This design comes from an exercise in tuning for small area and a short achievable clock period on the open sky130 flow, not from production work. No functional check of the RTL was part of this run. No activity file was given, so power comes from the tool's default toggle rates.

`config.mk`:
```
export PLATFORM = sky130hd
export DESIGN_NAME = alu16bit
export DESIGN_NICKNAME = alu16bit
export VERILOG_FILES = /design/flow/design.v
export SDC_FILE = /design/flow/constraint.sdc
export NUM_CORES = 4
export LEC_CHECK = 0
export ABC_AREA = 0
export CAP_MARGIN = 20
export CORE_MARGIN = 2
export CORE_UTILIZATION = 40
export GPL_TIMING_DRIVEN = 0
export SETUP_SLACK_MARGIN = 0.5
export SLEW_MARGIN = 20
export SYNTH_HIERARCHICAL = 1
```
`constraint.sdc`:
```
create_clock -name core_clock -period 7.2 [get_ports {clk}]
set_input_delay 1.4400 -clock core_clock [delete_from_list [all_inputs] [get_ports {clk}]]
set_output_delay 1.4400 -clock core_clock [all_outputs]
set_load 0.01 [all_outputs]
```
`design.v`:
```
module alu16bit (
  input clk,
  input reset,
  input [2:0] operation,
  input [15:0] operand_A,
  input [15:0] operand_B,
  output reg [31:0] result,
  output reg carry_flag,
  output reg zero_flag
);
  wire [15:0] a = operand_A;
  wire [15:0] b = operand_B;
  wire is_add = ~reset & (operation == 3'd0);
  wire is_sub = ~reset & (operation == 3'd1);
  wire is_mul = ~reset & (operation == 3'd2);
  wire [15:0] m = is_mul ? b : {15'd0, is_add | is_sub};
  reg [15:0] cv;
  always @(*) begin
    if (reset) cv = 16'd0;
    else
    case (operation)
      3'd0: cv = b;
      3'd1: cv = ~b;
      3'd3: cv = a & b;
      3'd4: cv = a | b;
      3'd5: cv = ~(a & b);
      3'd6: cv = ~(a | b);
      3'd7: cv = a ^ b;
      default: cv = 16'd0;
    endcase
  end
  wire cin = is_sub;
  wire [15:0] cvn;
  wire t00 = ~(is_sub | (~reset & (operation == 3'd5 || operation == 3'd6)));
  wire t01 = ~(is_add | (~reset & (operation == 3'd4 || operation == 3'd5 || operation == 3'd7)));
  wire t10 = ~(is_sub | (~reset & (operation == 3'd4 || operation == 3'd5 || operation == 3'd7)));
  wire t11 = ~(is_add | (~reset & (operation == 3'd3 || operation == 3'd4)));
  genvar cb;
  generate for (cb = 0; cb < 16; cb = cb + 1) begin : g_cv
    cvbit ucv (a[cb], b[cb], t00, t01, t10, t11, cvn[cb]);
  end endgenerate
  wire is_sub_n = ~is_sub;
  wire [15:0] an = ~a;
  wire [15:0] mn = ~m;
  wire p1;
  nor2 up1 (an[0], mn[0], p1);
  wire p2;
  nor2 up2 (an[1], mn[0], p2);
  wire p3;
  nor2 up3 (an[2], mn[0], p3);
  wire p4;
  nor2 up4 (an[3], mn[0], p4);
  wire p5;
  nor2 up5 (an[4], mn[0], p5);
  wire p6;
  nor2 up6 (an[5], mn[0], p6);
  wire p7;
  nor2 up7 (an[6], mn[0], p7);
  wire p8;
  nor2 up8 (an[7], mn[0], p8);
  wire p9;
  nor2 up9 (an[8], mn[0], p9);
  wire p10;
  nor2 up10 (an[9], mn[0], p10);
  wire p11;
  nor2 up11 (an[10], mn[0], p11);
  wire p12;
  nor2 up12 (an[11], mn[0], p12);
  wire p13;
  nor2 up13 (an[12], mn[0], p13);
  wire p14;
  nor2 up14 (an[13], mn[0], p14);
  wire p15;
  nor2 up15 (an[14], mn[0], p15);
  wire p16;
  nor2 up16 (an[15], mn[0], p16);
  wire p17;
  o21ai up17 (an[0], mn[1], cvn[1], p17);
  wire p18;
  o21ai up18 (an[1], mn[1], cvn[2], p18);
  wire p19;
  o21ai up19 (an[2], mn[1], cvn[3], p19);
  wire p20;
  o21ai up20 (an[3], mn[1], cvn[4], p20);
  wire p21;
  o21ai up21 (an[4], mn[1], cvn[5], p21);
  wire p22;
  o21ai up22 (an[5], mn[1], cvn[6], p22);
  wire p23;
  o21ai up23 (an[6], mn[1], cvn[7], p23);
  wire p24;
  o21ai up24 (an[7], mn[1], cvn[8], p24);
  wire p25;
  o21ai up25 (an[8], mn[1], cvn[9], p25);
  wire p26;
  o21ai up26 (an[9], mn[1], cvn[10], p26);
  wire p27;
  o21ai up27 (an[10], mn[1], cvn[11], p27);
  wire p28;
  o21ai up28 (an[11], mn[1], cvn[12], p28);
  wire p29;
  o21ai up29 (an[12], mn[1], cvn[13], p29);
  wire p30;
  o21ai up30 (an[13], mn[1], cvn[14], p30);
  wire p31;
  o21ai up31 (an[14], mn[1], cvn[15], p31);
  wire p32;
  nor2 up32 (an[15], mn[1], p32);
  wire p33;
  nor2 up33 (an[0], mn[2], p33);
  wire p34;
  nor2 up34 (an[1], mn[2], p34);
  wire p35;
  nor2 up35 (an[2], mn[2], p35);
  wire p36;
  nor2 up36 (an[3], mn[2], p36);
  wire p37;
  nor2 up37 (an[4], mn[2], p37);
  wire p38;
  nor2 up38 (an[5], mn[2], p38);
  wire p39;
  nor2 up39 (an[6], mn[2], p39);
  wire p40;
  nor2 up40 (an[7], mn[2], p40);
  wire p41;
  nor2 up41 (an[8], mn[2], p41);
  wire p42;
  nor2 up42 (an[9], mn[2], p42);
  wire p43;
  nor2 up43 (an[10], mn[2], p43);
  wire p44;
  nor2 up44 (an[11], mn[2], p44);
  wire p45;
  nor2 up45 (an[12], mn[2], p45);
  wire p46;
  nor2 up46 (an[13], mn[2], p46);
  wire p47;
  nor2 up47 (an[14], mn[2], p47);
  wire p48;
  nor2 up48 (an[15], mn[2], p48);
  wire p49;
  nor2 up49 (an[0], mn[3], p49);
  wire p50;
  nor2 up50 (an[1], mn[3], p50);
  wire p51;
  nor2 up51 (an[2], mn[3], p51);
  wire p52;
  nor2 up52 (an[3], mn[3], p52);
  wire p53;
  nor2 up53 (an[4], mn[3], p53);
  wire p54;
  nor2 up54 (an[5], mn[3], p54);
  wire p55;
  nor2 up55 (an[6], mn[3], p55);
  wire p56;
  nor2 up56 (an[7], mn[3], p56);
  wire p57;
  nor2 up57 (an[8], mn[3], p57);
  wire p58;
  nor2 up58 (an[9], mn[3], p58);
  wire p59;
  nor2 up59 (an[10], mn[3], p59);
  wire p60;
  nor2 up60 (an[11], mn[3], p60);
  wire p61;
  nor2 up61 (an[12], mn[3], p61);
  wire p62;
  nor2 up62 (an[13], mn[3], p62);
  wire p63;
  nor2 up63 (an[14], mn[3], p63);
  wire p64;
  nor2 up64 (an[15], mn[3], p64);
  wire p65;
  nor2 up65 (an[0], mn[4], p65);
  wire p66;
  nor2 up66 (an[1], mn[4], p66);
  wire p67;
  nor2 up67 (an[2], mn[4], p67);
  wire p68;
  nor2 up68 (an[3], mn[4], p68);
  wire p69;
  nor2 up69 (an[4], mn[4], p69);
  wire p70;
  nor2 up70 (an[5], mn[4], p70);
  wire p71;
  nor2 up71 (an[6], mn[4], p71);
  wire p72;
  nor2 up72 (an[7], mn[4], p72);
  wire p73;
  nor2 up73 (an[8], mn[4], p73);
  wire p74;
  nor2 up74 (an[9], mn[4], p74);
  wire p75;
  nor2 up75 (an[10], mn[4], p75);
  wire p76;
  nor2 up76 (an[11], mn[4], p76);
  wire p77;
  nor2 up77 (an[12], mn[4], p77);
  wire p78;
  nor2 up78 (an[13], mn[4], p78);
  wire p79;
  nor2 up79 (an[14], mn[4], p79);
  wire p80;
  nor2 up80 (an[15], mn[4], p80);
  wire p81;
  nor2 up81 (an[0], mn[5], p81);
  wire p82;
  nor2 up82 (an[1], mn[5], p82);
  wire p83;
  nor2 up83 (an[2], mn[5], p83);
  wire p84;
  nor2 up84 (an[3], mn[5], p84);
  wire p85;
  nor2 up85 (an[4], mn[5], p85);
  wire p86;
  nor2 up86 (an[5], mn[5], p86);
  wire p87;
  nor2 up87 (an[6], mn[5], p87);
  wire p88;
  nor2 up88 (an[7], mn[5], p88);
  wire p89;
  nor2 up89 (an[8], mn[5], p89);
  wire p90;
  nor2 up90 (an[9], mn[5], p90);
  wire p91;
  nor2 up91 (an[10], mn[5], p91);
  wire p92;
  nor2 up92 (an[11], mn[5], p92);
  wire p93;
  nor2 up93 (an[12], mn[5], p93);
  wire p94;
  nor2 up94 (an[13], mn[5], p94);
  wire p95;
  nor2 up95 (an[14], mn[5], p95);
  wire p96;
  nor2 up96 (an[15], mn[5], p96);
  wire p97;
  nor2 up97 (an[0], mn[6], p97);
  wire p98;
  nor2 up98 (an[1], mn[6], p98);
  wire p99;
  nor2 up99 (an[2], mn[6], p99);
  wire p100;
  nor2 up100 (an[3], mn[6], p100);
  wire p101;
  nor2 up101 (an[4], mn[6], p101);
  wire p102;
  nor2 up102 (an[5], mn[6], p102);
  wire p103;
  nor2 up103 (an[6], mn[6], p103);
  wire p104;
  nor2 up104 (an[7], mn[6], p104);
  wire p105;
  nor2 up105 (an[8], mn[6], p105);
  wire p106;
  nor2 up106 (an[9], mn[6], p106);
  wire p107;
  nor2 up107 (an[10], mn[6], p107);
  wire p108;
  nor2 up108 (an[11], mn[6], p108);
  wire p109;
  nor2 up109 (an[12], mn[6], p109);
  wire p110;
  nor2 up110 (an[13], mn[6], p110);
  wire p111;
  nor2 up111 (an[14], mn[6], p111);
  wire p112;
  nor2 up112 (an[15], mn[6], p112);
  wire p113;
  nor2 up113 (an[0], mn[7], p113);
  wire p114;
  nor2 up114 (an[1], mn[7], p114);
  wire p115;
  nor2 up115 (an[2], mn[7], p115);
  wire p116;
  nor2 up116 (an[3], mn[7], p116);
  wire p117;
  nor2 up117 (an[4], mn[7], p117);
  wire p118;
  nor2 up118 (an[5], mn[7], p118);
  wire p119;
  nor2 up119 (an[6], mn[7], p119);
  wire p120;
  nor2 up120 (an[7], mn[7], p120);
  wire p121;
  nor2 up121 (an[8], mn[7], p121);
  wire p122;
  nor2 up122 (an[9], mn[7], p122);
  wire p123;
  nor2 up123 (an[10], mn[7], p123);
  wire p124;
  nor2 up124 (an[11], mn[7], p124);
  wire p125;
  nor2 up125 (an[12], mn[7], p125);
  wire p126;
  nor2 up126 (an[13], mn[7], p126);
  wire p127;
  nor2 up127 (an[14], mn[7], p127);
  wire p128;
  nor2 up128 (an[15], mn[7], p128);
  wire p129;
  nor2 up129 (an[0], mn[8], p129);
  wire p130;
  nor2 up130 (an[1], mn[8], p130);
  wire p131;
  nor2 up131 (an[2], mn[8], p131);
  wire p132;
  nor2 up132 (an[3], mn[8], p132);
  wire p133;
  nor2 up133 (an[4], mn[8], p133);
  wire p134;
  nor2 up134 (an[5], mn[8], p134);
  wire p135;
  nor2 up135 (an[6], mn[8], p135);
  wire p136;
  nor2 up136 (an[7], mn[8], p136);
  wire p137;
  nor2 up137 (an[8], mn[8], p137);
  wire p138;
  nor2 up138 (an[9], mn[8], p138);
  wire p139;
  nor2 up139 (an[10], mn[8], p139);
  wire p140;
  nor2 up140 (an[11], mn[8], p140);
  wire p141;
  nor2 up141 (an[12], mn[8], p141);
  wire p142;
  nor2 up142 (an[13], mn[8], p142);
  wire p143;
  nor2 up143 (an[14], mn[8], p143);
  wire p144;
  nor2 up144 (an[15], mn[8], p144);
  wire p145;
  nor2 up145 (an[0], mn[9], p145);
  wire p146;
  nor2 up146 (an[1], mn[9], p146);
  wire p147;
  nor2 up147 (an[2], mn[9], p147);
  wire p148;
  nor2 up148 (an[3], mn[9], p148);
  wire p149;
  nor2 up149 (an[4], mn[9], p149);
  wire p150;
  nor2 up150 (an[5], mn[9], p150);
  wire p151;
  nor2 up151 (an[6], mn[9], p151);
  wire p152;
  nor2 up152 (an[7], mn[9], p152);
  wire p153;
  nor2 up153 (an[8], mn[9], p153);
  wire p154;
  nor2 up154 (an[9], mn[9], p154);
  wire p155;
  nor2 up155 (an[10], mn[9], p155);
  wire p156;
  nor2 up156 (an[11], mn[9], p156);
  wire p157;
  nor2 up157 (an[12], mn[9], p157);
  wire p158;
  nor2 up158 (an[13], mn[9], p158);
  wire p159;
  nor2 up159 (an[14], mn[9], p159);
  wire p160;
  nor2 up160 (an[15], mn[9], p160);
  wire p161;
  nor2 up161 (an[0], mn[10], p161);
  wire p162;
  nor2 up162 (an[1], mn[10], p162);
  wire p163;
  nor2 up163 (an[2], mn[10], p163);
  wire p164;
  nor2 up164 (an[3], mn[10], p164);
  wire p165;
  nor2 up165 (an[4], mn[10], p165);
  wire p166;
  nor2 up166 (an[5], mn[10], p166);
  wire p167;
  nor2 up167 (an[6], mn[10], p167);
  wire p168;
  nor2 up168 (an[7], mn[10], p168);
  wire p169;
  nor2 up169 (an[8], mn[10], p169);
  wire p170;
  nor2 up170 (an[9], mn[10], p170);
  wire p171;
  nor2 up171 (an[10], mn[10], p171);
  wire p172;
  nor2 up172 (an[11], mn[10], p172);
  wire p173;
  nor2 up173 (an[12], mn[10], p173);
  wire p174;
  nor2 up174 (an[13], mn[10], p174);
  wire p175;
  nor2 up175 (an[14], mn[10], p175);
  wire p176;
  nor2 up176 (an[15], mn[10], p176);
  wire p177;
  nor2 up177 (an[0], mn[11], p177);
  wire p178;
  nor2 up178 (an[1], mn[11], p178);
  wire p179;
  nor2 up179 (an[2], mn[11], p179);
  wire p180;
  nor2 up180 (an[3], mn[11], p180);
  wire p181;
  nor2 up181 (an[4], mn[11], p181);
  wire p182;
  nor2 up182 (an[5], mn[11], p182);
  wire p183;
  nor2 up183 (an[6], mn[11], p183);
  wire p184;
  nor2 up184 (an[7], mn[11], p184);
  wire p185;
  nor2 up185 (an[8], mn[11], p185);
  wire p186;
  nor2 up186 (an[9], mn[11], p186);
  wire p187;
  nor2 up187 (an[10], mn[11], p187);
  wire p188;
  nor2 up188 (an[11], mn[11], p188);
  wire p189;
  nor2 up189 (an[12], mn[11], p189);
  wire p190;
  nor2 up190 (an[13], mn[11], p190);
  wire p191;
  nor2 up191 (an[14], mn[11], p191);
  wire p192;
  nor2 up192 (an[15], mn[11], p192);
  wire p193;
  nor2 up193 (an[0], mn[12], p193);
  wire p194;
  nor2 up194 (an[1], mn[12], p194);
  wire p195;
  nor2 up195 (an[2], mn[12], p195);
  wire p196;
  nor2 up196 (an[3], mn[12], p196);
  wire p197;
  nor2 up197 (an[4], mn[12], p197);
  wire p198;
  nor2 up198 (an[5], mn[12], p198);
  wire p199;
  nor2 up199 (an[6], mn[12], p199);
  wire p200;
  nor2 up200 (an[7], mn[12], p200);
  wire p201;
  nor2 up201 (an[8], mn[12], p201);
  wire p202;
  nor2 up202 (an[9], mn[12], p202);
  wire p203;
  nor2 up203 (an[10], mn[12], p203);
  wire p204;
  nor2 up204 (an[11], mn[12], p204);
  wire p205;
  nor2 up205 (an[12], mn[12], p205);
  wire p206;
  nor2 up206 (an[13], mn[12], p206);
  wire p207;
  nor2 up207 (an[14], mn[12], p207);
  wire p208;
  nor2 up208 (an[15], mn[12], p208);
  wire p209;
  nor2 up209 (an[0], mn[13], p209);
  wire p210;
  nor2 up210 (an[1], mn[13], p210);
  wire p211;
  nor2 up211 (an[2], mn[13], p211);
  wire p212;
  nor2 up212 (an[3], mn[13], p212);
  wire p213;
  nor2 up213 (an[4], mn[13], p213);
  wire p214;
  nor2 up214 (an[5], mn[13], p214);
  wire p215;
  nor2 up215 (an[6], mn[13], p215);
  wire p216;
  nor2 up216 (an[7], mn[13], p216);
  wire p217;
  nor2 up217 (an[8], mn[13], p217);
  wire p218;
  nor2 up218 (an[9], mn[13], p218);
  wire p219;
  nor2 up219 (an[10], mn[13], p219);
  wire p220;
  nor2 up220 (an[11], mn[13], p220);
  wire p221;
  nor2 up221 (an[12], mn[13], p221);
  wire p222;
  nor2 up222 (an[13], mn[13], p222);
  wire p223;
  nor2 up223 (an[14], mn[13], p223);
  wire p224;
  nor2 up224 (an[15], mn[13], p224);
  wire p225;
  nor2 up225 (an[0], mn[14], p225);
  wire p226;
  nor2 up226 (an[1], mn[14], p226);
  wire p227;
  nor2 up227 (an[2], mn[14], p227);
  wire p228;
  nor2 up228 (an[3], mn[14], p228);
  wire p229;
  nor2 up229 (an[4], mn[14], p229);
  wire p230;
  nor2 up230 (an[5], mn[14], p230);
  wire p231;
  nor2 up231 (an[6], mn[14], p231);
  wire p232;
  nor2 up232 (an[7], mn[14], p232);
  wire p233;
  nor2 up233 (an[8], mn[14], p233);
  wire p234;
  nor2 up234 (an[9], mn[14], p234);
  wire p235;
  nor2 up235 (an[10], mn[14], p235);
  wire p236;
  nor2 up236 (an[11], mn[14], p236);
  wire p237;
  nor2 up237 (an[12], mn[14], p237);
  wire p238;
  nor2 up238 (an[13], mn[14], p238);
  wire p239;
  nor2 up239 (an[14], mn[14], p239);
  wire p240;
  nor2 up240 (an[15], mn[14], p240);
  wire p241;
  nor2 up241 (an[0], mn[15], p241);
  wire p242;
  o21ai up242 (an[1], mn[15], is_sub_n, p242);
  wire p243;
  o21ai up243 (an[2], mn[15], is_sub_n, p243);
  wire p244;
  o21ai up244 (an[3], mn[15], is_sub_n, p244);
  wire p245;
  o21ai up245 (an[4], mn[15], is_sub_n, p245);
  wire p246;
  o21ai up246 (an[5], mn[15], is_sub_n, p246);
  wire p247;
  o21ai up247 (an[6], mn[15], is_sub_n, p247);
  wire p248;
  o21ai up248 (an[7], mn[15], is_sub_n, p248);
  wire p249;
  o21ai up249 (an[8], mn[15], is_sub_n, p249);
  wire p250;
  o21ai up250 (an[9], mn[15], is_sub_n, p250);
  wire p251;
  o21ai up251 (an[10], mn[15], is_sub_n, p251);
  wire p252;
  o21ai up252 (an[11], mn[15], is_sub_n, p252);
  wire p253;
  o21ai up253 (an[12], mn[15], is_sub_n, p253);
  wire p254;
  o21ai up254 (an[13], mn[15], is_sub_n, p254);
  wire p255;
  o21ai up255 (an[14], mn[15], is_sub_n, p255);
  wire p256;
  o21ai up256 (an[15], mn[15], is_sub_n, p256);
  wire n257, n258;
  ha un257 (p14, p44, n257, n258);
  wire n259, n260;
  fa un259 (p15, p45, p60, n259, n260);
  wire n261, n262;
  ha un261 (p75, p90, n261, n262);
  wire n263, n264;
  fa un263 (p16, p46, p61, n263, n264);
  wire n265, n266;
  fa un265 (p76, p91, p106, n265, n266);
  wire n267, n268;
  ha un267 (p121, p136, n267, n268);
  wire n269, n270;
  fa un269 (p32, p47, p62, n269, n270);
  wire n271, n272;
  fa un271 (p77, p92, p107, n271, n272);
  wire n273, n274;
  ha un273 (p122, p137, n273, n274);
  wire n275, n276;
  fa un275 (p48, p63, p78, n275, n276);
  wire n277, n278;
  fa un277 (p93, p108, p123, n277, n278);
  wire n279, n280;
  fa un279 (p64, p79, p94, n279, n280);
  wire n281, n282;
  ha un281 (p10, p40, n281, n282);
  wire n283, n284;
  fa un283 (p11, p41, p56, n283, n284);
  wire n285, n286;
  ha un285 (p71, p86, n285, n286);
  wire n287, n288;
  fa un287 (p12, p42, p57, n287, n288);
  wire n289, n290;
  fa un289 (p72, p87, p102, n289, n290);
  wire n291, n292;
  ha un291 (p117, p132, n291, n292);
  wire n293, n294;
  fa un293 (p13, p43, p58, n293, n294);
  wire n295, n296;
  fa un295 (p73, p88, p103, n295, n296);
  wire n297, n298;
  fa un297 (p118, p133, p148, n297, n298);
  wire n299, n300;
  ha un299 (p163, p178, n299, n300);
  wire n301, n302;
  fa un301 (p59, p74, p89, n301, n302);
  wire n303, n304;
  fa un303 (p104, p119, p134, n303, n304);
  wire n305, n306;
  fa un305 (p149, p164, p179, n305, n306);
  wire n307, n308;
  fa un307 (p194, p209, n257, n307, n308);
  wire n309, n310;
  fa un309 (p105, p120, p135, n309, n310);
  wire n311, n312;
  fa un311 (p150, p165, p180, n311, n312);
  wire n313, n314;
  fa un313 (p195, p210, p225, n313, n314);
  wire n315, n316;
  fa un315 (n258, n261, p30, n315, n316);
  wire n317, n318;
  fa un317 (p151, p166, p181, n317, n318);
  wire n319, n320;
  fa un319 (p196, p211, p226, n319, n320);
  wire n321, n322;
  fa un321 (p241, n262, n267, n321, n322);
  wire n323, n324;
  fa un323 (n260, p31, n263, n323, n324);
  wire n325, n326;
  fa un325 (p152, p167, p182, n325, n326);
  wire n327, n328;
  fa un327 (p197, p212, p227, n327, n328);
  wire n329, n330;
  fa un329 (p242, n268, n273, n329, n330);
  wire n331, n332;
  fa un331 (n264, n266, n269, n331, n332);
  wire n333, n334;
  fa un333 (p138, p153, p168, n333, n334);
  wire n335, n336;
  fa un335 (p183, p198, p213, n335, n336);
  wire n337, n338;
  fa un337 (p228, p243, n274, n337, n338);
  wire n339, n340;
  fa un339 (n270, n272, n275, n339, n340);
  wire n341, n342;
  fa un341 (p109, p124, p139, n341, n342);
  wire n343, n344;
  fa un343 (p154, p169, p184, n343, n344);
  wire n345, n346;
  fa un345 (p199, p214, p229, n345, n346);
  wire n347, n348;
  fa un347 (p244, n276, n278, n347, n348);
  wire n349, n350;
  fa un349 (p80, p95, p110, n349, n350);
  wire n351, n352;
  fa un351 (p125, p140, p155, n351, n352);
  wire n353, n354;
  fa un353 (p170, p185, p200, n353, n354);
  wire n355, n356;
  fa un355 (p215, p230, p245, n355, n356);
  wire n357, n358;
  fa un357 (p96, p111, p126, n357, n358);
  wire n359, n360;
  fa un359 (p141, p156, p171, n359, n360);
  wire n361, n362;
  fa un361 (p186, p201, p216, n361, n362);
  wire n363, n364;
  fa un363 (p112, p127, p142, n363, n364);
  wire n365, n366;
  fa un365 (p157, p172, p187, n365, n366);
  wire n367, n368;
  fa un367 (p128, p143, p158, n367, n368);
  wire n369, n370;
  ha un369 (p7, p37, n369, n370);
  wire n371, n372;
  fa un371 (p8, p38, p53, n371, n372);
  wire n373, n374;
  ha un373 (p68, p83, n373, n374);
  wire n375, n376;
  fa un375 (p9, p39, p54, n375, n376);
  wire n377, n378;
  fa un377 (p69, p84, p99, n377, n378);
  wire n379, n380;
  ha un379 (p114, p129, n379, n380);
  wire n381, n382;
  fa un381 (p55, p70, p85, n381, n382);
  wire n383, n384;
  fa un383 (p100, p115, p130, n383, n384);
  wire n385, n386;
  fa un385 (p145, n281, p25, n385, n386);
  wire n387, n388;
  fa un387 (p101, p116, p131, n387, n388);
  wire n389, n390;
  fa un389 (p146, p161, n282, n389, n390);
  wire n391, n392;
  fa un391 (n285, p26, n283, n391, n392);
  wire n393, n394;
  fa un393 (p147, p162, p177, n393, n394);
  wire n395, n396;
  fa un395 (n286, n291, n284, n395, n396);
  wire n397, n398;
  fa un397 (p27, n287, n289, n397, n398);
  wire n399, n400;
  fa un399 (p193, n292, n299, n399, n400);
  wire n401, n402;
  fa un401 (n288, n290, p28, n401, n402);
  wire n403, n404;
  fa un403 (n293, n295, n297, n403, n404);
  wire n405, n406;
  fa un405 (n300, n294, n296, n405, n406);
  wire n407, n408;
  fa un407 (n298, p29, n301, n407, n408);
  wire n409, n410;
  fa un409 (n303, n305, n307, n409, n410);
  wire n411, n412;
  fa un411 (n302, n304, n306, n411, n412);
  wire n413, n414;
  fa un413 (n259, n309, n311, n413, n414);
  wire n415, n416;
  fa un415 (n313, n308, n315, n415, n416);
  wire n417, n418;
  fa un417 (n310, n312, n314, n417, n418);
  wire n419, n420;
  fa un419 (n265, n317, n319, n419, n420);
  wire n421, n422;
  fa un421 (n321, n316, n323, n421, n422);
  wire n423, n424;
  fa un423 (n318, n320, n271, n423, n424);
  wire n425, n426;
  fa un425 (n325, n327, n322, n425, n426);
  wire n427, n428;
  fa un427 (n329, n324, n331, n427, n428);
  wire n429, n430;
  fa un429 (n326, n328, n277, n429, n430);
  wire n431, n432;
  fa un431 (n333, n335, n330, n431, n432);
  wire n433, n434;
  fa un433 (n337, n332, n339, n433, n434);
  wire n435, n436;
  fa un435 (n334, n336, n279, n435, n436);
  wire n437, n438;
  fa un437 (n341, n343, n345, n437, n438);
  wire n439, n440;
  fa un439 (n338, n340, n347, n439, n440);
  wire n441, n442;
  fa un441 (n342, n344, n346, n441, n442);
  wire n443, n444;
  fa un443 (n280, n349, n351, n443, n444);
  wire n445, n446;
  fa un445 (n353, n355, n348, n445, n446);
  wire n447, n448;
  fa un447 (p231, p246, n350, n447, n448);
  wire n449, n450;
  fa un449 (n352, n354, n356, n449, n450);
  wire n451, n452;
  fa un451 (n357, n359, n361, n451, n452);
  wire n453, n454;
  fa un453 (p202, p217, p232, n453, n454);
  wire n455, n456;
  fa un455 (p247, n358, n360, n455, n456);
  wire n457, n458;
  fa un457 (n362, n363, n365, n457, n458);
  wire n459, n460;
  fa un459 (p173, p188, p203, n459, n460);
  wire n461, n462;
  fa un461 (p218, p233, p248, n461, n462);
  wire n463, n464;
  fa un463 (n364, n366, n367, n463, n464);
  wire n465, n466;
  fa un465 (p144, p159, p174, n465, n466);
  wire n467, n468;
  fa un467 (p189, p204, p219, n467, n468);
  wire n469, n470;
  fa un469 (p234, p249, n368, n469, n470);
  wire n471, n472;
  fa un471 (p160, p175, p190, n471, n472);
  wire n473, n474;
  fa un473 (p205, p220, p235, n473, n474);
  wire n475, n476;
  fa un475 (p176, p191, p206, n475, n476);
  wire n477, n478;
  ha un477 (p5, p35, n477, n478);
  wire n479, n480;
  fa un479 (p6, p36, p51, n479, n480);
  wire n481, n482;
  ha un481 (p66, p81, n481, n482);
  wire n483, n484;
  fa un483 (p52, p67, p82, n483, n484);
  wire n485, n486;
  fa un485 (p97, n369, p22, n485, n486);
  wire n487, n488;
  fa un487 (p98, p113, n370, n487, n488);
  wire n489, n490;
  fa un489 (n373, p23, n371, n489, n490);
  wire n491, n492;
  fa un491 (n374, n379, n372, n491, n492);
  wire n493, n494;
  fa un493 (p24, n375, n377, n493, n494);
  wire n495, n496;
  fa un495 (n380, n376, n378, n495, n496);
  wire n497, n498;
  fa un497 (n381, n383, n385, n497, n498);
  wire n499, n500;
  fa un499 (n382, n384, n387, n499, n500);
  wire n501, n502;
  fa un501 (n389, n386, n391, n501, n502);
  wire n503, n504;
  fa un503 (n388, n393, n390, n503, n504);
  wire n505, n506;
  fa un505 (n392, n395, n397, n505, n506);
  wire n507, n508;
  fa un507 (n394, n399, n396, n507, n508);
  wire n509, n510;
  fa un509 (n398, n401, n403, n509, n510);
  wire n511, n512;
  fa un511 (n400, n402, n404, n511, n512);
  wire n513, n514;
  fa un513 (n405, n407, n409, n513, n514);
  wire n515, n516;
  fa un515 (n406, n408, n411, n515, n516);
  wire n517, n518;
  fa un517 (n413, n410, n415, n517, n518);
  wire n519, n520;
  fa un519 (n412, n414, n417, n519, n520);
  wire n521, n522;
  fa un521 (n419, n416, n421, n521, n522);
  wire n523, n524;
  fa un523 (n418, n420, n423, n523, n524);
  wire n525, n526;
  fa un525 (n425, n422, n427, n525, n526);
  wire n527, n528;
  fa un527 (n424, n429, n426, n527, n528);
  wire n529, n530;
  fa un529 (n431, n428, n433, n529, n530);
  wire n531, n532;
  fa un531 (n430, n435, n437, n531, n532);
  wire n533, n534;
  fa un533 (n432, n434, n439, n533, n534);
  wire n535, n536;
  fa un535 (n436, n438, n441, n535, n536);
  wire n537, n538;
  fa un537 (n443, n445, n440, n537, n538);
  wire n539, n540;
  fa un539 (n442, n444, n447, n539, n540);
  wire n541, n542;
  fa un541 (n449, n451, n446, n541, n542);
  wire n543, n544;
  fa un543 (n453, n448, n450, n543, n544);
  wire n545, n546;
  fa un545 (n452, n455, n457, n545, n546);
  wire n547, n548;
  fa un547 (n454, n459, n461, n547, n548);
  wire n549, n550;
  fa un549 (n456, n458, n463, n549, n550);
  wire n551, n552;
  fa un551 (n460, n462, n465, n551, n552);
  wire n553, n554;
  fa un553 (n467, n464, n469, n553, n554);
  wire n555, n556;
  fa un555 (p250, n466, n468, n555, n556);
  wire n557, n558;
  fa un557 (n471, n473, n470, n557, n558);
  wire n559, n560;
  fa un559 (p221, p236, p251, n559, n560);
  wire n561, n562;
  fa un561 (n472, n474, n475, n561, n562);
  wire n563, n564;
  fa un563 (p192, p207, p222, n563, n564);
  wire n565, n566;
  fa un565 (p237, p252, n476, n565, n566);
  wire n567, n568;
  fa un567 (p208, p223, p238, n567, n568);
  wire n569, n570;
  ha un569 (p4, p34, n569, n570);
  wire n571, n572;
  fa un571 (p50, p65, n477, n571, n572);
  wire n573, n574;
  fa un573 (n478, n481, p21, n573, n574);
  wire n575, n576;
  fa un575 (n482, n480, n483, n575, n576);
  wire n577, n578;
  fa un577 (n484, n487, n486, n577, n578);
  wire n579, n580;
  fa un579 (n488, n490, n491, n579, n580);
  wire n581, n582;
  fa un581 (n492, n494, n495, n581, n582);
  wire n583, n584;
  fa un583 (n496, n499, n498, n583, n584);
  wire n585, n586;
  fa un585 (n500, n503, n502, n585, n586);
  wire n587, n588;
  fa un587 (n504, n507, n506, n587, n588);
  wire n589, n590;
  fa un589 (n508, n510, n511, n589, n590);
  wire n591, n592;
  fa un591 (n512, n515, n514, n591, n592);
  wire n593, n594;
  fa un593 (n516, n519, n518, n593, n594);
  wire n595, n596;
  fa un595 (n520, n523, n522, n595, n596);
  wire n597, n598;
  fa un597 (n524, n527, n526, n597, n598);
  wire n599, n600;
  fa un599 (n531, n528, n533, n599, n600);
  wire n601, n602;
  fa un601 (n532, n535, n534, n601, n602);
  wire n603, n604;
  fa un603 (n536, n539, n538, n603, n604);
  wire n605, n606;
  fa un605 (n540, n543, n545, n605, n606);
  wire n607, n608;
  fa un607 (n547, n544, n546, n607, n608);
  wire n609, n610;
  fa un609 (n548, n551, n550, n609, n610);
  wire n611, n612;
  fa un611 (n552, n555, n557, n611, n612);
  wire n613, n614;
  fa un613 (n559, n556, n561, n613, n614);
  wire n615, n616;
  fa un615 (n560, n563, n562, n615, n616);
  wire n617, n618;
  fa un617 (p253, n564, n567, n617, n618);
  wire n619, n620;
  fa un619 (p224, p239, p254, n619, n620);
  wire n621, n622;
  ha un621 (p3, p33, n621, n622);
  wire n623, n624;
  fa un623 (p49, n569, p19, n623, n624);
  wire n625, n626;
  fa un625 (n570, p20, n571, n625, n626);
  wire n627, n628;
  fa un627 (n479, n572, n573, n627, n628);
  wire n629, n630;
  fa un629 (n574, n485, n575, n629, n630);
  wire n631, n632;
  fa un631 (n576, n489, n577, n631, n632);
  wire n633, n634;
  fa un633 (n493, n578, n579, n633, n634);
  wire n635, n636;
  fa un635 (n580, n581, n497, n635, n636);
  wire n637, n638;
  fa un637 (n582, n501, n583, n637, n638);
  wire n639, n640;
  fa un639 (n505, n584, n585, n639, n640);
  wire n641, n642;
  fa un641 (n509, n586, n587, n641, n642);
  wire n643, n644;
  fa un643 (n513, n588, n589, n643, n644);
  wire n645, n646;
  fa un645 (n590, n517, n591, n645, n646);
  wire n647, n648;
  fa un647 (n521, n592, n593, n647, n648);
  wire n649, n650;
  fa un649 (n525, n594, n595, n649, n650);
  wire n651, n652;
  fa un651 (n529, n596, n597, n651, n652);
  wire n653, n654;
  fa un653 (n530, n598, n599, n653, n654);
  wire n655, n656;
  fa un655 (n537, n600, n601, n655, n656);
  wire n657, n658;
  fa un657 (n541, n602, n603, n657, n658);
  wire n659, n660;
  fa un659 (n542, n605, n604, n659, n660);
  wire n661, n662;
  fa un661 (n549, n607, n606, n661, n662);
  wire n663, n664;
  fa un663 (n553, n608, n609, n663, n664);
  wire n665, n666;
  fa un665 (n554, n610, n611, n665, n666);
  wire n667, n668;
  fa un667 (n558, n613, n612, n667, n668);
  wire n669, n670;
  fa un669 (n565, n614, n615, n669, n670);
  wire n671, n672;
  fa un671 (n566, n617, n616, n671, n672);
  wire n673, n674;
  fa un673 (n568, n619, n618, n673, n674);
  wire n675, n676;
  fa un675 (p240, p255, n620, n675, n676);
  wire n677, n678;
  fa un677 (cin, p1, cv[0], n677, n678);
  wire n679, n680;
  fa un679 (p2, p17, n678, n679, n680);
  wire n681, n682;
  fa un681 (n621, p18, n680, n681, n682);
  wire n683, n684;
  fa un683 (n622, n623, n682, n683, n684);
  wire n685, n686;
  fa un685 (n624, n625, n684, n685, n686);
  wire n687, n688;
  fa un687 (n626, n627, n686, n687, n688);
  wire n689, n690;
  ha un689 (n628, n629, n689, n690);
  wire n691, n692;
  ha un691 (n630, n631, n691, n692);
  wire n693, n694;
  ha un693 (n632, n633, n693, n694);
  wire n695, n696;
  ha un695 (n634, n635, n695, n696);
  wire n697, n698;
  ha un697 (n636, n637, n697, n698);
  wire n699, n700;
  ha un699 (n638, n639, n699, n700);
  wire n701, n702;
  ha un701 (n640, n641, n701, n702);
  wire n703, n704;
  ha un703 (n642, n643, n703, n704);
  wire n705, n706;
  ha un705 (n644, n645, n705, n706);
  wire n707, n708;
  ha un707 (n646, n647, n707, n708);
  wire n709, n710;
  ha un709 (n648, n649, n709, n710);
  wire n711, n712;
  ha un711 (n650, n651, n711, n712);
  wire n713, n714;
  ha un713 (n652, n653, n713, n714);
  wire n715, n716;
  ha un715 (n654, n655, n715, n716);
  wire n717, n718;
  ha un717 (n656, n657, n717, n718);
  wire n719, n720;
  ha un719 (n658, n659, n719, n720);
  wire n721, n722;
  ha un721 (n660, n661, n721, n722);
  wire n723, n724;
  ha un723 (n662, n663, n723, n724);
  wire n725, n726;
  ha un725 (n664, n665, n725, n726);
  wire n727, n728;
  ha un727 (n666, n667, n727, n728);
  wire n729, n730;
  ha un729 (n668, n669, n729, n730);
  wire n731, n732;
  ha un731 (n670, n671, n731, n732);
  wire n733, n734;
  ha un733 (n672, n673, n733, n734);
  wire n735, n736;
  ha un735 (n674, n675, n735, n736);
  wire n737, n738;
  ha un737 (n676, p256, n737, n738);
  wire n739;
  aoi21 un739 (n689, n688, n690, n739);
  wire n740;
  aoi21 un740 (n693, n692, n694, n740);
  wire n741;
  nand2 un741 (n693, n691, n741);
  wire n742;
  aoi21 un742 (n697, n696, n698, n742);
  wire n743;
  nand2 un743 (n697, n695, n743);
  wire n744;
  aoi21 un744 (n701, n700, n702, n744);
  wire n745;
  nand2 un745 (n701, n699, n745);
  wire n746;
  aoi21 un746 (n705, n704, n706, n746);
  wire n747;
  nand2 un747 (n705, n703, n747);
  wire n748;
  aoi21 un748 (n709, n708, n710, n748);
  wire n749;
  nand2 un749 (n709, n707, n749);
  wire n750;
  aoi21 un750 (n713, n712, n714, n750);
  wire n751;
  nand2 un751 (n713, n711, n751);
  wire n752;
  aoi21 un752 (n717, n716, n718, n752);
  wire n753;
  nand2 un753 (n717, n715, n753);
  wire n754;
  aoi21 un754 (n721, n720, n722, n754);
  wire n755;
  nand2 un755 (n721, n719, n755);
  wire n756;
  aoi21 un756 (n725, n724, n726, n756);
  wire n757;
  nand2 un757 (n725, n723, n757);
  wire n758;
  aoi21 un758 (n729, n728, n730, n758);
  wire n759;
  nand2 un759 (n729, n727, n759);
  wire n760;
  aoi21 un760 (n733, n732, n734, n760);
  wire n761;
  nand2 un761 (n733, n731, n761);
  wire n762;
  aoi21 un762 (n737, n736, n738, n762);
  wire n763;
  nand2 un763 (n737, n735, n763);
  wire n764;
  oai21 un764 (n741, n739, n740, n764);
  wire n765;
  oai21 un765 (n745, n742, n744, n765);
  wire n766;
  nor2 un766 (n745, n743, n766);
  wire n767;
  oai21 un767 (n749, n746, n748, n767);
  wire n768;
  nor2 un768 (n749, n747, n768);
  wire n769;
  oai21 un769 (n753, n750, n752, n769);
  wire n770;
  nor2 un770 (n753, n751, n770);
  wire n771;
  oai21 un771 (n757, n754, n756, n771);
  wire n772;
  nor2 un772 (n757, n755, n772);
  wire n773;
  oai21 un773 (n761, n758, n760, n773);
  wire n774;
  nor2 un774 (n761, n759, n774);
  wire n775;
  aoi21 un775 (n766, n764, n765, n775);
  wire n776;
  aoi21 un776 (n770, n767, n769, n776);
  wire n777;
  nand2 un777 (n770, n768, n777);
  wire n778;
  aoi21 un778 (n774, n771, n773, n778);
  wire n779;
  nand2 un779 (n774, n772, n779);
  wire n780;
  oai21 un780 (n777, n775, n776, n780);
  wire n781;
  inv1 un781 (n778, n781);
  wire n782;
  inv1 un782 (n779, n782);
  wire n783;
  aoi21 un783 (n782, n780, n781, n783);
  wire n784;
  inv1 un784 (n775, n784);
  wire n785;
  aoi21 un785 (n768, n784, n767, n785);
  wire n786;
  aoi21 un786 (n772, n780, n771, n786);
  wire n787;
  inv1 un787 (n742, n787);
  wire n788;
  inv1 un788 (n743, n788);
  wire n789;
  aoi21 un789 (n788, n764, n787, n789);
  wire n790;
  oai21 un790 (n747, n775, n746, n790);
  wire n791;
  oai21 un791 (n751, n785, n750, n791);
  wire n792;
  inv1 un792 (n754, n792);
  wire n793;
  inv1 un793 (n755, n793);
  wire n794;
  aoi21 un794 (n793, n780, n792, n794);
  wire n795;
  oai21 un795 (n759, n786, n758, n795);
  wire n796;
  oai21 un796 (n763, n783, n762, n796);
  wire n797;
  inv1 un797 (n692, n797);
  wire n798;
  inv1 un798 (n691, n798);
  wire n799;
  oai21 un799 (n798, n739, n797, n799);
  wire n800;
  aoi21 un800 (n695, n764, n696, n800);
  wire n801;
  inv1 un801 (n700, n801);
  wire n802;
  inv1 un802 (n699, n802);
  wire n803;
  oai21 un803 (n802, n789, n801, n803);
  wire n804;
  inv1 un804 (n704, n804);
  wire n805;
  inv1 un805 (n703, n805);
  wire n806;
  oai21 un806 (n805, n775, n804, n806);
  wire n807;
  aoi21 un807 (n707, n790, n708, n807);
  wire n808;
  inv1 un808 (n712, n808);
  wire n809;
  inv1 un809 (n711, n809);
  wire n810;
  oai21 un810 (n809, n785, n808, n810);
  wire n811;
  aoi21 un811 (n715, n791, n716, n811);
  wire n812;
  aoi21 un812 (n719, n780, n720, n812);
  wire n813;
  inv1 un813 (n724, n813);
  wire n814;
  inv1 un814 (n723, n814);
  wire n815;
  oai21 un815 (n814, n794, n813, n815);
  wire n816;
  inv1 un816 (n728, n816);
  wire n817;
  inv1 un817 (n727, n817);
  wire n818;
  oai21 un818 (n817, n786, n816, n818);
  wire n819;
  aoi21 un819 (n731, n795, n732, n819);
  wire n820;
  inv1 un820 (n736, n820);
  wire n821;
  inv1 un821 (n735, n821);
  wire n822;
  oai21 un822 (n821, n783, n820, n822);
  wire n823;
  aoi21 un823 (is_sub, n796, 1'b0, n823);
  wire n824;
  xor2 un824 (n689, n688, n824);
  wire n825;
  xnor2 un825 (n691, n739, n825);
  wire n826;
  xor2 un826 (n693, n799, n826);
  wire n827;
  xor2 un827 (n695, n764, n827);
  wire n828;
  xnor2 un828 (n697, n800, n828);
  wire n829;
  xnor2 un829 (n699, n789, n829);
  wire n830;
  xor2 un830 (n701, n803, n830);
  wire n831;
  xnor2 un831 (n703, n775, n831);
  wire n832;
  xor2 un832 (n705, n806, n832);
  wire n833;
  xor2 un833 (n707, n790, n833);
  wire n834;
  xnor2 un834 (n709, n807, n834);
  wire n835;
  xnor2 un835 (n711, n785, n835);
  wire n836;
  xor2 un836 (n713, n810, n836);
  wire n837;
  xor2 un837 (n715, n791, n837);
  wire n838;
  xnor2 un838 (n717, n811, n838);
  wire n839;
  xor2 un839 (n719, n780, n839);
  wire n840;
  xnor2 un840 (n721, n812, n840);
  wire n841;
  xnor2 un841 (n723, n794, n841);
  wire n842;
  xor2 un842 (n725, n815, n842);
  wire n843;
  xnor2 un843 (n727, n786, n843);
  wire n844;
  xor2 un844 (n729, n818, n844);
  wire n845;
  xor2 un845 (n731, n795, n845);
  wire n846;
  xnor2 un846 (n733, n819, n846);
  wire n847;
  xnor2 un847 (n735, n783, n847);
  wire n848;
  xor2 un848 (n737, n822, n848);
  wire n849;
  xor2 un849 (is_sub, n796, n849);
  wire [31:0] s = {n849, n848, n847, n846, n845, n844, n843, n842, n841, n840, n839, n838, n837, n836, n835, n834, n833, n832, n831, n830, n829, n828, n827, n826, n825, n824, n687, n685, n683, n681, n679, n677};
  wire borrow = is_sub & s[16];
  wire zero_lo = (s[15:0] == 16'd0);
  wire zero_mul = (a == 16'd0) | (b == 16'd0);
  wire [31:0] r = s;
  wire z_e = ~reset & ~is_mul & ~(|s[11:0]);
  wire z_m = ~reset & is_mul & zero_mul;
  wire z_l1, z_l2, z;
  nor2 uz1 (s[15], s[14], z_l1);
  nor2 uz2 (s[13], s[12], z_l2);
  a31o uz3 (z_l1, z_l2, z_e, z_m, z);
  always @(posedge clk) begin
    result     <= r;
    carry_flag <= borrow;
    zero_flag  <= z;
  end
endmodule
module fa (input a, input b, input c, output s, output co);
  assign s = a ^ b ^ c;
  assign co = (a & b) | (a & c) | (b & c);
endmodule
module ha (input a, input b, output s, output co);
  assign s = a ^ b;
  assign co = a & b;
endmodule
module xor2 (input a, input b, output y);
  assign y = a ^ b;
endmodule
module xnor2 (input a, input b, output y);
  assign y = ~(a ^ b);
endmodule
module nand2 (input a, input b, output y);
  assign y = ~(a & b);
endmodule
module nor2 (input a, input b, output y);
  assign y = ~(a | b);
endmodule
module inv1 (input a, output y);
  assign y = ~a;
endmodule
module a31o (input a, input b, input c, input d, output y);
  assign y = (a & b & c) | d;
endmodule
module cvbit (input a, input b, input t00, input t01, input t10, input t11, output y);
  assign y = a ? (b ? t11 : t10) : (b ? t01 : t00);
endmodule
module aoi21 (input a, input b, input c, output y);
  assign y = ~((a & b) | c);
endmodule
module o21ai (input a, input b, input c, output y);
  assign y = ~((a | b) & c);
endmodule
module oai21 (input a, input b, input c, output y);
  assign y = ~((a | b) & c);
endmodule
```
`flow/run.sh`:
```
#!/bin/bash
# The standard layout, with the port buffers made of plain buffers (sky130
# buf_1, which the resizer may upsize) instead of the delay-cell buffers that
# buffer_ports picks by default.
set -euo pipefail
export BUFFER_PORTS_ARGS="-buffer_cell sky130_fd_sc_hd__buf_1"
bash standard.sh > standard.log 2>&1
```
`standard.sh`:
```
#!/bin/bash
# synth_recipe.tcl (not shown) runs the flow's synth.tcl, then flattens the netlist and writes it again
# the make line also repeats each setting of config.mk as NAME=value (left out here)
make -C /OpenROAD-flow-scripts/flow DESIGN_CONFIG=/design/flow/config.mk WORK_HOME=/design/flow/orfs CLKGATE_MAP_FILE= SYNTH_SCRIPT=/design/flow/synth_recipe.tcl "${@:-finish}"
```
==> flow_metrics.env <==
export IMPL_status="finished clean"
export IMPL_firstDrtPassIters=5
export IMPL_cts_buffer_depth=2
export IMPL_synth_distinct_cells=32
export IMPL_viasPerCell=5.59
export IMPL_synth_edf_count=0
export IMPL_timing_max_cap_violations=0
export IMPL_place_hpwl_mm=16.3
export IMPL_gp_congestion=0.862
export IMPL_pre_cts_ws_ns=-0.492
export IMPL_slowest_stage="fa_1"
export IMPL_overflow=0
export IMPL_cp_common_cell="fa_1"
export IMPL_clk_pin_slew_ns=0.06
export IMPL_drtIter0Drc=550
export IMPL_fin_util_pct=47.0
export IMPL_syn2layout_area_growth_pct=14.6
export IMPL_worst_setup_path_end_kind="register"
export IMPL_row_count=50
export IMPL_die_width_microns=143
export IMPL_routed_via_count=6069
export IMPL_design_area_sq_um=8850
export IMPL_grt_max_degree=17
export IMPL_io_pins=71
export IMPL_peakVddDrop_uv=73.5
export IMPL_hold_slack_ns=1.60
export IMPL_wl_per_cell_microns=20.3
export IMPL_yosysTopAreaCell="fa_1"
export IMPL_coreArea_sq_um=18800
export IMPL_power_leakage_nw=4.36
export IMPL_syn_inst=741
export IMPL_postCtsHoldBufs=0
export IMPL_grt_pass1_vias=6608
export IMPL_cts_root_buf="clkbuf_16"
export IMPL_crit_path_start_kind="input port"
export IMPL_finalCriticalPeriod_ns=6.49
export IMPL_period_share_pct=90.1
export IMPL_synth_area_sq_um=7720
export IMPL_setup_viol=0
export IMPL_ys_flop_type="dfxtp_1"
export IMPL_numCtsBuffers=5
export IMPL_worstMarginPinSlew_ns=0.775
export IMPL_antennaDiodeCount=0
export IMPL_yosys_warnings=7
export IMPL_worstPathBufferInverterCount=3
export IMPL_die_h_microns=143
export IMPL_ys_top_cells_by_count="nor2_1, fa_1, o21ai_1, ha_1, inv_1"
export IMPL_synth_area_leaders="fa_1, nor2_1, dfxtp_1"
export IMPL_final_nets=1105
export IMPL_worst_setup_path_type="in2reg"
export IMPL_antenna_found_initial=0
export IMPL_wl_mm=22.0
export IMPL_rsz0062_at_grt="false"
export IMPL_crit_path_max_incr_delay_ns=0.55
export IMPL_slew_viol_final=0
export IMPL_async_flop_share_pct=0
export IMPL_crit_fanout=16
export IMPL_htree_num_levels=2
export IMPL_post_dp_cell_area_sq_um=8310
export IMPL_path_cells="buf_6, nand2b_4, nor3_4, buf_12, nand2_8, nor2_2, fa_1, fa_1, fa_1, fa_1, fa_1, fa_1, ha_1, a21oi_2, o21ai_1, a21oi_2, o21ai_4, buf_4, a21oi_2, o21ai_1, xor2_1"
export IMPL_drc_errors=0
export IMPL_grt_pass1_wl_mm=35.1
export IMPL_grt_usage_pct=22.9
export IMPL_finalHoldViolCount=0
export IMPL_cts_tree="built"
export IMPL_fmax_ghz=0.154
export IMPL_start_util_pct=41.0
export IMPL_crit_arrival_ns=6.67
export IMPL_syn_nets=1021
export IMPL_postSynthAreaPerCell_sq_um=10.4
export IMPL_place_inst=1070
export IMPL_io_buffers=69
export IMPL_crit_required_ns=7.38
export IMPL_synth_top_area_share_pct=52.1
export IMPL_ys_ff_latch=34
export IMPL_cp_top_family="adder cells"
export IMPL_power_density_nw_per_um2=97.1
export IMPL_min_path_type="in2reg"
export IMPL_instances_no_fill=1086
export IMPL_yosysSeqAreaShare_pct=8.81
export IMPL_layout_setup_ws_ns=0.714
export IMPL_ant_nets=0
export IMPL_cts_sinks=34
export IMPL_drive_gt1_share_pct=13.0
export IMPL_yosysMostFrequentCell="nor2_1"
export IMPL_dieArea_sq_um=20400
export IMPL_slew_headroom_pct=48.3
export IMPL_fillers=1761
==> path summary, 6_finish.rpt <==
kind  depth (start not counted)          from  slack, ns                  to
max                          21  operation[0]       0.71  result[24]$_DFF_P_
min                           3  operation[0]       1.60  carry_flag$_DFF_P_
==> layer usage <==
layer	global-route usage, %	vias up	routed length [microns]
met5	0	-	0
met4	9.02	0	781
met3	4.49	47	1810
met2	36.7	325	10500
met1	30.8	3115	8890
li1	-	2582	-
==> power breakdown <==
group          switching, mW  internal, mW  leakage, nW  total (mW)
Combinational          0.249         0.151         4.00       0.399
Sequential           0.00851         0.227        0.282       0.235
Clock                 0.0960         0.128       0.0698       0.224
==> kinds of logic (layout without fill, tap and decap cells) <==
kind of cell	Yosys count	after routing	share of synthesized area (%)
AO/OA/AOI/OAI	85	85	7.01
adder cells (fa/ha/maj)	243	243	58.9
flip-flops	34	34	8.81
AND/OR/NAND/NOR	294	294	15.5
buffers and inverters	42	127	2.25
XOR/XNOR	27	27	3.06
multiplexers	16	16	4.50
==> cell usage in the layout (no fill, tap or decap), drive strengths merged, types with 14 or more instances in the layout <==
master	Yosys	final
nor2	237	237
mux4	15	15
ha	42	42
inv	39	37
fa	201	201
a21oi	29	29
nand2	32	32
buf	3	77
xor2	14	14
dfxtp	34	34
o21ai	49	49
==> Yosys stat by module (local to each module, per instance), a selection <==
| module | flip-flops and latches | area, sq um | copies in the design |
|---|---|---|---|
| oai21 | 0 | 5.00 | 18 |
| o21ai | 0 | 5.00 | 30 |
| cvbit | 0 | 22.5 | 15 |
| a31o | 0 | 8.76 | 1 |
| fa | 0 | 20.0 | 201 |
| xor2 | 0 | 8.76 | 14 |
| xnor2 | 0 | 8.76 | 12 |
==> flip-flops by register name, summed over array words and instances, names as in the netlist <==
register,cells
result,32
carry_flag,1
zero_flag,1
==> per-stage QoR <==
step | power, mW | TNS, ns
2_1_floorplan | 0.494 | 0
3_3_place_gp | 0.614 | -2.18
3_5_place_dp | 0.617 | -2.82
4_1_cts | 0.854 | 0
5_1_grt | 0.922 | 0
6_report | 0.859 | 0
==> repair_timing <==
action,CTS,global route
setup endpoints to repair,17,10
resized for setup,27,46
setup buffers,3,4
cloned,0,1
pin swaps,2,2
==> area by class of cell <==
type,count,area (sq um),share of cell area [%]
multi-input cells,665,7140,80.7
repair buffers,77,354,4.00
clock buffers,5,125,1.41
clock inverters,3,21.3,0.240
flip-flops and latches,34,681,7.69
plain buffers,3,46.3,0.523
inverters,39,154,1.74
well taps,260,325,3.68

-- re-timing with driven ports --
Ports are ideal in the flow. The routed layout listed here was re-timed in OpenROAD. Step 1 (the two cells are an assumption about what drives the block):
set clk [get_ports {clk}]
set_driving_cell -lib_cell sky130_fd_sc_hd__clkbuf_16 $clk
set_driving_cell -lib_cell sky130_fd_sc_hd__buf_2 [delete_from_list [all_inputs] $clk]
Step 2 adds t to the input delays and takes it off the output delays; t is the mean of the earliest and latest rising clock arrival at the registers after step 1. Input paths then give back, and output paths get back, about the clock's delay inside the block. Slacks: no drivers / after step 1 / after step 2; pairs: no drivers / after step 1.
shift t [ns]: 0.339
slack for setup (ns): 0.714 / 0.724 / 0.385
hold slack, ns: 1.602 / 1.600 / 1.845
slew at the worst register clock pin (ns): 0.06 / 0.06
After both steps setup and hold are still met in this run. For this run, drivers alone change the setup slack by +0.010 ns; drivers and shift together by -0.329 ns.
